Context: an optimization exercise on an open-source flow, tuned for small area. The choices shown serve that exercise and are no tape-out recipe.
The RTL was checked by simulation tests, not by an equivalence proof against the original design.
Power figures rest on the tool's default switching activity, not on a simulated workload.

## job 2069
// uart_16550
module uart_16550 (
    input         clk,
    input         rst,
    input         cs,
    input         wr,
    input  [2:0]  addr,
    input  [7:0]  wdata,
    output reg [7:0] rdata,
    output        irq,
    input         rx,
    output        tx,
    output        out1,
    output        out2
);
    wire [7:0] dll, dlm, ier, lcr, scr;
    wire       dll_ok, dlm_ok, ier_ok, scr_ok;
    wire       write_thr, load_div, frst_tx, frst_rx;
    wire       tick16, baud_tick;
    wire [7:0] txf_dout, rxf_dout, rsh;
    wire       txf_full, txf_empty, rxf_full, rxf_empty;
    wire       tx_pop, tx_idle;
    wire       rx_done, ferr;
    reg        rxf_wr;
    wire dlab     = lcr[7];
    wire read_rbr = cs & ~wr & (addr == 3'd0) & ~dlab;
    registers reg_file (
        .clk(clk), .rst(rst), .cs(cs), .wr(wr), .addr(addr), .wdata(wdata),
        .dll(dll), .dlm(dlm), .ier(ier), .lcr(lcr), .scr(scr),
        .dll_ok(dll_ok), .dlm_ok(dlm_ok), .ier_ok(ier_ok), .scr_ok(scr_ok),
        .write_thr(write_thr), .load_div(load_div), .frst_tx(frst_tx), .frst_rx(frst_rx)
    );
    baud_rate_generator baud_gen (
        .clk(clk), .rst(rst), .load_div(load_div), .dll(dll), .dlm(dlm),
        .dll_ok(dll_ok), .dlm_ok(dlm_ok),
        .tick16(tick16), .baud_tick(baud_tick)
    );
    fifo tx_fifo (
        .clk(clk), .rst(rst | frst_tx),
        .wr_en(write_thr), .rd_en(tx_pop), .din(wdata),
        .dout(txf_dout), .full(txf_full), .empty(txf_empty)
    );
    always @(posedge clk or posedge rst)
        if (rst) rxf_wr <= 1'b0;
        else     rxf_wr <= rx_done;
    fifo rx_fifo (
        .clk(clk), .rst(rst | frst_rx),
        .wr_en(rxf_wr), .rd_en(read_rbr), .din(rsh),
        .dout(rxf_dout), .full(rxf_full), .empty(rxf_empty)
    );
    tx transmitter (
        .clk(clk), .rst(rst), .baud_tick(baud_tick),
        .fifo_empty(txf_empty), .fifo_dout(txf_dout), .lcr(lcr),
        .pop(tx_pop), .idle(tx_idle), .stx(tx)
    );
    rx receiver (
        .clk(clk), .rst(rst), .tick16(tick16), .srx(rx), .lcr(lcr),
        .sh(rsh), .done(rx_done), .ferr(ferr)
    );
    wire [7:0] lsr = {1'b0, tx_idle & txf_empty, tx_idle, ferr, 1'b0, 1'b0,
  ...
Size: roughly 1000 cells after synthesis, about 370 flip-flops, roughly 28 I/O pins, ~15000 µm² of cells after synthesis.
clock: 10.0 ns
lec_check: 0
cap_margin: 0
core_margin: 2
core_utilization: 60
place_density: 0.75
slew_margin: 0
standard.sh (not shown) runs the stock make flow with config.mk's settings and CLKGATE_MAP_FILE= SYNTH_SCRIPT=/design/flow/synth_recipe.tcl, a recipe that flattens the netlist after the stock synthesis.
==> flow/flow/run.sh <==
#!/bin/bash
# Layout flow: the standard ORFS flow (standard.sh) with three changes.
#  1. Synthesis is synth_recipe.tcl unchanged except that Yosys's abc pass maps
#     the combinational logic with flow/area.abc, an area-oriented ABC script,
#     instead of ORFS's speed script. Registers are mapped before abc runs, so
#     they are the same cells with the same names as in the standard synthesis.
#  2. CTS uses clkbuf_16 only, with larger sink clusters, and no dummy loads.
#  3. The port buffers are buf_1 cells.
# Every tool's output goes to orfs/logs (ORFS's own per-step logs) and to
# flow.log in this folder.
set -euo pipefail
W=$(pwd)

{
  printf 'proc abc {args} {\n'
  printf '  set i [lsearch -exact $args -script]\n'
  printf '  if {$i >= 0} { lset args [expr {$i + 1}] %s }\n' "$W/flow/area.abc"
  printf '  yosys abc {*}$args\n'
  printf '}\n'
  cat synth_recipe.tcl
} > own_synth.tcl
sed "s#$W/synth_recipe.tcl#$W/own_synth.tcl#g" standard.sh > own_standard.sh
grep -q own_synth.tcl own_standard.sh

export CTS_ARGS="-sink_clustering_enable -repair_clock_nets -dont_use_dummy_load -buf_list sky130_fd_sc_hd__clkbuf_8 -sink_clustering_size 18 -sink_clustering_max_diameter 70"
export BUFFER_PORTS_ARGS="-buffer_cell sky130_fd_sc_hd__buf_1"

bash own_standard.sh > flow.log 2>&1
test -f out/final.def
==> flow/flow/area.abc <==
&get -n
&st
&syn2
&synch2
&put
dch -f
amap
Relative to job 2069, the following input files were edited for job 9181:
Settings: GPL_TIMING_DRIVEN newly set to 0; PLACE_DENSITY changed from 0.75 to 0.65; CAP_MARGIN changed from 0 to 20; CORE_UTILIZATION changed from 60 to 50; SLEW_MARGIN changed from 0 to 20.
## What came out
When job 9181 is set beside job 2069, its internal power summed over all cells turns out to be about 0.5% larger. Delta (job 9181 minus job 2069): starting density of the core saw a decrease, count of filler cells inserted in the layout higher, final estimated routing congestion in global placement has decreased, final cell count went up 4.5%, total power consumption of the routed design now larger. [compare] base=job 2069 new=job 9181: final area moved up, post-detailed-routing wire length climbed 0.99%, net load switching power now sits higher. Per the final summary, job 2069 finished and its layout is clean on timing, DRC and antenna. Job 9181: PASS, flow complete, no timing, DRC or antenna violations.

## afterwards: timing with drivers on the ports
Ports are ideal in the flow. The routed layouts listed here were re-timed in OpenROAD. Step 1 assumes that a clkbuf_16 drives the clock port and a buf_2 every other input. Step 2, shift: input delay + t, output delay - t, t = (earliest + latest rising clock arrival at the registers) / 2. This alone moves slack from input paths to output paths. Three values: ideal, step 1, step 2; two values: the first two.
| run | t, ns | setup slack, ns | slew at the worst register clock pin (ns) | pins driven straight from the clock port |
|---|---|---|---|---|
| job 2069 | 0.591 | 3.971 / 3.952 / 3.952 | 0.11 / 0.11 | 1 |
| job 9181 | 0.612 | 3.770 / 3.720 / 3.821 | 0.11 / 0.11 | 1 |
After both steps setup and hold are still met in every run listed. The setup slack of job 2069, which loses most, moves by -0.019 ns with the drivers and by -0.019 ns with both steps.
